This design comes from an exercise in tuning for small area on the open sky130 flow, not from production work.
Function was checked by simulation only, so behaviour that the tests miss may differ from the original.
Power figures rest on the tool's default switching activity, not on a simulated workload. The flow treats the clock pin as an ideal source, which a real chip does not have.

build 6:
## agc_core
module agc_core(
    input wire clk,
    input wire rst,
    input wire BLKUPL_n,
    input wire BMGXM,
    input wire BMGXP,
    input wire BMGYM,
    input wire BMGYP,
    input wire BMGZM,
    input wire BMGZP,
    input wire CAURST,
    input wire CDUFAL,
    input wire CDUXM,
    input wire CDUXP,
    input wire CDUYM,
    input wire CDUYP,
    input wire CDUZM,
    input wire CDUZP,
    input wire CTLSAT,
    input wire DBLTST,
    input wire DKBSNC,
    input wire DKEND,
    input wire DKSTRT,
    input wire DOSCAL,
    input wire FLTOUT,
    input wire FREFUN,
    input wire GATEX_n,
    input wire GATEY_n,
    input wire GATEZ_n,
    input wire GCAPCL,
    input wire GUIREL,
    input wire HOLFUN,
    input wire IMUCAG,
    input wire IMUFAL,
    input wire IMUOPR,
    input wire IN3008,
    input wire IN3212,
    input wire IN3213,
    input wire IN3214,
    input wire IN3216,
    input wire IN3301,
    input wire ISSTOR,
    input wire LEMATT,
    input wire LFTOFF,
    input wire LRIN0,
    input wire LRIN1,
    input wire LRRLSC,
    input wire LVDAGD,
    input wire MAINRS,
    input wire MAMU,
    input wire MANmP,
    input wire MANmR,
    input wire MANmY,
    input wire MANpP,
    input wire MANpR,
    input wire MANpY,
    input wire MARK,
    input wire MDT01,
    input wire MDT02,
    input wire MDT03,
    input wire MDT04,
    input wire MDT05,
    input wire MDT06,
    input wire MDT07,
    input wire MDT08,
    input wire MDT09,
  ...
Size in the first run: roughly 7900 flip-flops, about 360 I/O pins.
==> flow/config.mk <==
export PLATFORM = sky130hd
export DESIGN_NAME = agc_core
export DESIGN_NICKNAME = agc_core
export VERILOG_FILES = /design/flow/design.v
export SDC_FILE = /design/flow/constraint.sdc
export NUM_CORES = 8
export LEC_CHECK = 0
export CAP_MARGIN = 20
export CORE_MARGIN = 2
export CORE_UTILIZATION = 45
export CTS_BUF_LIST = sky130_fd_sc_hd__clkbuf_4
export SLEW_MARGIN = 20
==> flow/constraint.sdc <==
create_clock -name core_clock -period 10.0 [get_ports {clk}]
set_input_delay 2.0000 -clock core_clock [delete_from_list [all_inputs] [get_ports {clk}]]
set_output_delay 2.0000 -clock core_clock [all_outputs]
set_load 0.01 [all_outputs]
run.sh (not shown) runs the stock make flow with config.mk's settings and CLKGATE_MAP_FILE= SYNTH_SCRIPT=/design/flow/synth_recipe.tcl, a recipe that flattens the netlist after the stock synthesis.
> inputs changed (build 6 -> build 90)
# build 6
export LEC_CHECK = 0
export CAP_MARGIN = 20
export CORE_MARGIN = 2
export CORE_UTILIZATION = 45
export CTS_BUF_LIST = sky130_fd_sc_hd__clkbuf_4
export SLEW_MARGIN = 20
create_clock -name core_clock -period 10.0 [get_ports {clk}]
# build 90
export LEC_CHECK = 0
export CAP_MARGIN = 20
export CORE_MARGIN = 2
export CORE_UTILIZATION = 45
export CTS_BUF_LIST = sky130_fd_sc_hd__clkbuf_16
export CTS_CLUSTER_DIAMETER = 60
export CTS_CLUSTER_SIZE = 24
export SLEW_MARGIN = 20
create_clock -name core_clock -period 10.0 [get_ports {clk}]
[summary]
- Proportion of layout cells with a drive suffix above 1: build 90 lower than build 6
- Changes observed in build 90 relative to build 6: portion of the clock cycle consumed by the worst path in the final layout down 2.8 points; power drawn by the clock network down 23%; sequential group share of total power up 5.0 points.
- No stage failed in build 90, and the final checks on the layout all came back clean.
- Wire length came out lower on build 90 than on build 6.
- Looking only at flip-flop and latch share of the layout cell area, and setting everything else aside, the lower value of build 90 and build 6 goes to build 6.
For build 2, these inputs were changed with respect to build 90:
# build 90
export LEC_CHECK = 0
export CAP_MARGIN = 20
export CORE_MARGIN = 2
export CORE_UTILIZATION = 45
export CTS_BUF_LIST = sky130_fd_sc_hd__clkbuf_16
export CTS_CLUSTER_DIAMETER = 60
export CTS_CLUSTER_SIZE = 24
export SLEW_MARGIN = 20
create_clock -name core_clock -period 10.0 [get_ports {clk}]
# build 2
export LEC_CHECK = 0
export CAP_MARGIN = 20
export CORE_MARGIN = 2
export CORE_UTILIZATION = 45
export SLEW_MARGIN = 20
create_clock -name core_clock -period 10.0 [get_ports {clk}]
==> comparison <==
Higher total routing resource utilization after global routing was reported by build 2, not build 90.
Build 90 → build 2: total power of the final layout +11%, minimum period implied by the final worst setup slack rose by 0.15 ns, clock power share shows an increase of 7.0 points, number of clock buffers inserted by TritonCTS now sits higher.
In the route summary, build 2 ends up with a via count exceeding that of build 90.
Delta (build 2 minus build 90): power share of the sequential group shows a reduction of 6.3 points, placeable core region barely changed, maximum level of the CTS H-tree went up by 1, routed wire length increased by about 1.8% relative to the old numbers, worst setup slack shrank by 0.15 ns.
Modified inputs, build 91 compared to build 2
# build 2
export LEC_CHECK = 0
export CAP_MARGIN = 20
export CORE_MARGIN = 2
export CORE_UTILIZATION = 45
export SLEW_MARGIN = 20
create_clock -name core_clock -period 10.0 [get_ports {clk}]
# build 91
export LEC_CHECK = 0
export CAP_MARGIN = 20
export CORE_MARGIN = 2
export CORE_UTILIZATION = 45
export CTS_BUF_LIST = sky130_fd_sc_hd__clkbuf_8
export CTS_CLUSTER_DIAMETER = 50
export CTS_CLUSTER_SIZE = 14
export SLEW_MARGIN = 20
create_clock -name core_clock -period 10.0 [get_ports {clk}]
Results
Between build 2 and build 91, the maximum number of pins on one net before global-route repair does not differ in any meaningful way. [compare] base=build 2 new=build 91: proportion of power drawn by the clock network -10 points, post-synthesis adder-cell area fraction ~0 delta. Diff build 2 -> build 91: wire length of the first global-routing pass now smaller; count of non-filler cells in the finished layout now smaller.

* * *

Another version of the RTL of agc_core (not shown whole).
For scale: roughly 16000 cells after synthesis, roughly 7400 flip-flops, about 200000 µm² of cells after synthesis.
clock: 10.0 ns
lec_check: 0
cap_margin: 20
core_margin: 2
core_utilization: 65
slew_margin: 20
standard.sh (not shown) runs the stock make flow with config.mk's settings and CLKGATE_MAP_FILE= SYNTH_SCRIPT=/design/flow/synth_recipe.tcl, a recipe that flattens the netlist after the stock synthesis.
==> flow/flow/run.sh <==
#!/bin/bash
# Own layout flow: the standard flow (standard.sh, unchanged synthesis),
# with two placement/CTS arguments changed:
#  - port buffers use the smallest buffer (buf_1) instead of the default pick;
#  - clock tree synthesis without dummy loads, with the clustering settings below.
# Every tool's output goes to flow.log here; ORFS keeps its per-step logs in orfs/logs.
set -euo pipefail
cd "$(dirname "$0")/.."
CTS="-sink_clustering_enable -repair_clock_nets -dont_use_dummy_load"
CTS="$CTS -buf_list sky130_fd_sc_hd__clkbuf_8 -sink_clustering_size 19 -sink_clustering_max_diameter 70"
bash standard.sh "CTS_ARGS=$CTS" "BUFFER_PORTS_ARGS=-buffer_cell sky130_fd_sc_hd__buf_1" finish > flow.log 2>&1
The starting point completed with no timing, DRC or antenna violations.
==> next run, changes <==
--- a/flow/flow/run.sh
+++ b/flow/flow/run.sh
@@ -9,3 +9,3 @@
 CTS="-sink_clustering_enable -repair_clock_nets -dont_use_dummy_load"
-CTS="$CTS -buf_list sky130_fd_sc_hd__clkbuf_8 -sink_clustering_size 19 -sink_clustering_max_diameter 70"
+CTS="$CTS -buf_list sky130_fd_sc_hd__clkbuf_16 -sink_clustering_size 32 -sink_clustering_max_diameter 80"
 bash standard.sh "CTS_ARGS=$CTS" "BUFFER_PORTS_ARGS=-buffer_cell sky130_fd_sc_hd__buf_1" finish > flow.log 2>&1
After rerunning:
- via count shrinks slightly
- sequential cell count is unchanged
- combinational power barely changes
- count of clock-buffer cells in the layout shrinks by 157
- cell area grows slightly
- utilization grows by 0.28 points
- global-route usage shrinks by 0.16 points
- clock skew shrinks by 0.0044 ns
==> next run, changes <==
--- a/flow/flow/run.sh
+++ b/flow/flow/run.sh
@@ -9,3 +9,3 @@
 CTS="-sink_clustering_enable -repair_clock_nets -dont_use_dummy_load"
-CTS="$CTS -buf_list sky130_fd_sc_hd__clkbuf_16 -sink_clustering_size 32 -sink_clustering_max_diameter 80"
+CTS="$CTS -buf_list sky130_fd_sc_hd__clkbuf_8 -sink_clustering_size 17 -sink_clustering_max_diameter 60"
 bash standard.sh "CTS_ARGS=$CTS" "BUFFER_PORTS_ARGS=-buffer_cell sky130_fd_sc_hd__buf_1" finish > flow.log 2>&1
What happened: Core utilization hardly moves; register-to-register slack stays flat; power falls slightly; design area barely changes; worst setup slack got worse by 0.22 ns; wire length grows slightly; clock-buffer cell count rises by 212; synthesized cell count is unchanged; final cell count goes up slightly; global-route usage goes up by 0.22 points; clock power fell by a few percent.

* * *

job 2677:
Another version of the RTL of agc_core (not shown whole).
Size in the first run: ~7800 flip-flops, ~360 I/O pins, ~220000 um^2 of cells after synthesis.
export LEC_CHECK = 0
export ABC_AREA = 1
export CAP_MARGIN = 20
export CORE_MARGIN = 2
export CORE_UTILIZATION = 45
export SLEW_MARGIN = 20
create_clock -name core_clock -period 10.0 [get_ports {clk}]
==> flow/flow/run.sh <==
#!/bin/bash
# Own layout flow: the standard flow (standard.sh, unchanged synthesis),
# with two placement/CTS arguments changed:
#  - port buffers use the smallest buffer (buf_1) instead of the default pick;
#  - clock tree synthesis without dummy loads, with the clustering settings below.
# Every tool's output goes to flow.log here; ORFS keeps its per-step logs in orfs/logs.
set -euo pipefail
cd "$(dirname "$0")/.."
CTS="-sink_clustering_enable -repair_clock_nets -dont_use_dummy_load"
CTS="$CTS -buf_list sky130_fd_sc_hd__clkbuf_8 -sink_clustering_size 14 -sink_clustering_max_diameter 50"
bash standard.sh "CTS_ARGS=$CTS" "BUFFER_PORTS_ARGS=-buffer_cell sky130_fd_sc_hd__buf_1" finish > flow.log 2>&1
Job 2677 completed; timing, DRC and antenna clean
--- input diff job 2677..job 3877 ---
Settings: CORE_UTILIZATION now 65, was 45; ABC_AREA no longer set, was 1.
--- a/flow/flow/run.sh
+++ b/flow/flow/run.sh
@@ -10 +10 @@
-CTS="$CTS -buf_list sky130_fd_sc_hd__clkbuf_8 -sink_clustering_size 14 -sink_clustering_max_diameter 50"
+CTS="$CTS -buf_list sky130_fd_sc_hd__clkbuf_8 -sink_clustering_size 17 -sink_clustering_max_diameter 60"
Notes after the runs:
Every run in the comparison, job 2677 and job 3877, completed the flow with a clean layout.
Job 2677 → job 3877: met3 capacity usage during global routing saw an increase; worst path arrival time down 60 ps.
Compared with job 2677, in job 3877 initial antenna violation count grew by 68%; sequential cell count held steady.
[inputs] job 2090 vs job 3877
Settings: changing CORE_UTILIZATION from 65 to 45.
Findings:
Actual slew at the worst max-slew pin for job 2090: 35 ps down relative to job 3877. Summary — share of power burned in the clock network, job 2090 relative to job 3877: higher, by 0.5 points. Against job 3877, routed wire length in job 2090 rose by a few percent. Compared with job 3877, in job 2090 met3 track utilization from global routing went down by 2.0 points, post-route standard cell area excluding fillers went up by 1.2%, register-to-register path setup slack went down by 300 ps, register share of the cell area went down by 0.84 points. No stage failed in job 2090, and the final checks on the layout all came back clean. Worst hold slack deteriorates in job 2090 relative to job 3877.
## Diff of input files: job 7179 against job 2090
--- a/flow/flow/run.sh
+++ b/flow/flow/run.sh
@@ -10 +10 @@
-CTS="$CTS -buf_list sky130_fd_sc_hd__clkbuf_8 -sink_clustering_size 17 -sink_clustering_max_diameter 60"
+CTS="$CTS -buf_list sky130_fd_sc_hd__clkbuf_8 -sink_clustering_size 14 -sink_clustering_max_diameter 50"
Notes after the runs:
Power: job 7179 worse than job 2090
In terms of sum of routed wire length over all layers, job 2090 and job 7179 differ only marginally.
In terms of switching part of the total, job 7179 and job 2090 differ only marginally.
Job 7179 ended up with a higher area of all placed cells without fillers than job 2090 did.

* * *

agc_core, a different RTL version from the one above (not shown whole).
Size: ~17000 cells after synthesis, roughly 0.22 mm^2 of cells after synthesis.
Design agc_core, start of the top module:
module agc_core(
    input wire clk,
    input wire rst,
    input wire BLKUPL_n,
    input wire BMGXM,
    input wire BMGXP,
    input wire BMGYM,
    input wire BMGYP,
    input wire BMGZM,
    input wire BMGZP,
    input wire CAURST,
    input wire CDUFAL,
    input wire CDUXM,
    input wire CDUXP,
    input wire CDUYM,
    input wire CDUYP,
    input wire CDUZM,
    input wire CDUZP,
    input wire CTLSAT,
    input wire DBLTST,
    input wire DKBSNC,
    input wire DKEND,
    input wire DKSTRT,
    input wire DOSCAL,
    input wire FLTOUT,
    input wire FREFUN,
    input wire GATEX_n,
    input wire GATEY_n,
    input wire GATEZ_n,
    input wire GCAPCL,
    input wire GUIREL,
    input wire HOLFUN,
    input wire IMUCAG,
    input wire IMUFAL,
    input wire IMUOPR,
    input wire IN3008,
    input wire IN3212,
    input wire IN3213,
    input wire IN3214,
    input wire IN3216,
    input wire IN3301,
    input wire ISSTOR,
    input wire LEMATT,
    input wire LFTOFF,
    input wire LRIN0,
    input wire LRIN1,
    input wire LRRLSC,
    input wire LVDAGD,
    input wire MAINRS,
    input wire MAMU,
    input wire MANmP,
    input wire MANmR,
    input wire MANmY,
    input wire MANpP,
    input wire MANpR,
    input wire MANpY,
    input wire MARK,
    input wire MDT01,
    input wire MDT02,
    input wire MDT03,
    input wire MDT04,
    input wire MDT05,
    input wire MDT06,
    input wire MDT07,
    input wire MDT08,
    input wire MDT09,
    input wire MDT10,
    input wire MDT11,
    input wire MDT12,
    input wire MDT13,
    input wire MDT14,
    input wire MDT15,
    input wire MDT16,
    input wire MKEY1,
    input wire MKEY2,
    input wire MKEY3,
    input wire MKEY4,
    input wire MKEY5,
    input wire MLDCH,
    input wire MLOAD,
    input wire MNHNC,
    input wire MNHRPT,
    input wire MNHSBF,
    input wire MNIMmP,
    input wire MNIMmR,
    input wire MNIMmY,
    input wire MNIMpP,
    input wire MNIMpR,
    input wire MNIMpY,
    input wire MONPAR,
    input wire MONWBK,
    input wire MRDCH,
  ...
export LEC_CHECK = 0
export CAP_MARGIN = 20
export CORE_MARGIN = 2
export CORE_UTILIZATION = 45
export CTS_BUF_LIST = sky130_fd_sc_hd__clkbuf_8
export CTS_CLUSTER_DIAMETER = 50
export CTS_CLUSTER_SIZE = 14
export SLEW_MARGIN = 20
create_clock -name core_clock -period 10.0 [get_ports {clk}]
==> flow/flow/run.sh <==
#!/bin/bash
# Own layout flow: the standard flow (standard.sh, unchanged synthesis),
# with two placement/CTS arguments changed:
#  - port buffers use the smallest buffer (buf_1) instead of the default pick;
#  - clock tree synthesis without dummy loads, with the clustering settings below.
# Every tool's output goes to flow.log here; ORFS keeps its per-step logs in orfs/logs.
set -euo pipefail
cd "$(dirname "$0")/.."
CTS="-sink_clustering_enable -repair_clock_nets -dont_use_dummy_load"
CTS="$CTS -buf_list sky130_fd_sc_hd__clkbuf_8 -sink_clustering_size 18 -sink_clustering_max_diameter 40"
bash standard.sh "CTS_ARGS=$CTS" "BUFFER_PORTS_ARGS=-buffer_cell sky130_fd_sc_hd__buf_1" finish > flow.log 2>&1
Edit:
==> flow/run.sh (new file) <==
#!/bin/bash
# synth_recipe.tcl (not shown) runs the flow's synth.tcl, then flattens the netlist and writes it again
# the make line also repeats each setting of config.mk as NAME=value (left out here)
make -C /OpenROAD-flow-scripts/flow DESIGN_CONFIG=/design/flow/config.mk WORK_HOME=/design/flow/orfs CLKGATE_MAP_FILE= SYNTH_SCRIPT=/design/flow/synth_recipe.tcl finish
removed: flow/flow/run.sh
removed: flow/standard.sh
Outcome:
- The new run produced a clean layout
- power went up by 2.3%
- clock power went up by about 7%
- setup slack is worse by 350 ps
- clock-buffer cell count went down by 45
- synthesized area is unchanged
Edit:
==> flow/flow/run.sh (new file) <==
#!/bin/bash
# Own layout flow: the standard flow (standard.sh, unchanged synthesis),
# with two placement/CTS arguments changed:
#  - port buffers use the smallest buffer (buf_1) instead of the default pick;
#  - clock tree synthesis without dummy loads, with the clustering settings below.
# Every tool's output goes to flow.log here; ORFS keeps its per-step logs in orfs/logs.
set -euo pipefail
cd "$(dirname "$0")/.."
CTS="-sink_clustering_enable -repair_clock_nets -dont_use_dummy_load"
CTS="$CTS -buf_list sky130_fd_sc_hd__clkbuf_8 -sink_clustering_size 14 -sink_clustering_max_diameter 50"
bash standard.sh "CTS_ARGS=$CTS" "BUFFER_PORTS_ARGS=-buffer_cell sky130_fd_sc_hd__buf_1" finish > flow.log 2>&1
==> flow/standard.sh (new file) <==
#!/bin/bash
# synth_recipe.tcl (not shown) runs the flow's synth.tcl, then flattens the netlist and writes it again
# the make line also repeats each setting of config.mk as NAME=value (left out here)
make -C /OpenROAD-flow-scripts/flow DESIGN_CONFIG=/design/flow/config.mk WORK_HOME=/design/flow/orfs CLKGATE_MAP_FILE= SYNTH_SCRIPT=/design/flow/synth_recipe.tcl "${@:-finish}"
removed: flow/run.sh
Outcome:
- first-iteration DRC count shrinks by 8.5%
- utilization shrinks by 1.1 points
- flip-flop and latch count is unchanged
- non-clock buffer count grows by 6
- maximum frequency grows by 9.0%
- final area shrinks by 2.3%

==> afterwards: timing with drivers on the ports <==
The results above use ideal ports. As a check the final layouts listed here were re-extracted and re-timed, cells and wires unchanged.
Step 1 (the two cells are an assumption about what drives the block):
set clk [get_ports {clk}]
set_driving_cell -lib_cell sky130_fd_sc_hd__clkbuf_16 $clk
set_driving_cell -lib_cell sky130_fd_sc_hd__buf_2 [delete_from_list [all_inputs] $clk]
Step 2, shift: input delay + t, output delay - t, t = (earliest + latest rising clock arrival at the registers) / 2. This alone moves slack from input paths to output paths.
Slacks: no drivers / after step 1 / after step 2; pairs: no drivers / after step 1.
| run | t, ns | setup WS [ns] | slew at the worst register clock pin (ns) | cell pins on the clock port's net |
|---|---|---|---|---|
| build 6 | 1.844 | 3.866 / 3.760 / 4.109 | 0.08 / 0.08 | 1 |
| build 90 | 1.147 | 4.142 / 4.108 / 4.108 | 0.10 / 0.10 | 1 |
| build 2 | 1.155 | 3.988 / 3.954 / 3.954 | 0.07 / 0.07 | 1 |
| build 91 | 1.411 | 3.979 / 3.945 / 3.945 | 0.10 / 0.10 | 1 |
| the first run of note 2 | 1.225 | 4.904 / 4.790 / 4.627 | 0.12 / 0.12 | 1 |
| the second run of note 2 | 1.032 | 5.180 / 5.082 / 4.659 | 0.12 / 0.12 | 1 |
| the third run of note 2 | 1.225 | 4.955 / 4.853 / 4.661 | 0.11 / 0.11 | 1 |
| job 2677 | 1.349 | 4.838 / 4.713 / 4.681 | 0.10 / 0.10 | 1 |
| job 3877 | 1.303 | 4.895 / 4.791 / 4.421 | 0.11 / 0.11 | 1 |
| job 2090 | 1.341 | 4.463 / 4.344 / 4.720 | 0.11 / 0.11 | 1 |
| job 7179 | 1.363 | 4.506 / 4.388 / 4.729 | 0.10 / 0.10 | 1 |
| the first run of note 4 | 1.351 | 4.677 / 4.556 / 4.822 | 0.12 / 0.12 | 1 |
| the second run of note 4 | 1.368 | 4.323 / 4.214 / 4.300 | 0.10 / 0.10 | 1 |
| the third run of note 4 | 1.327 | 4.790 / 4.668 / 4.829 | 0.10 / 0.10 | 1 |
After both steps every run listed still meets setup and hold. The setup slack of the second run of note 2, which loses most, moves by -0.098 ns with the drivers and by -0.521 ns with both steps.
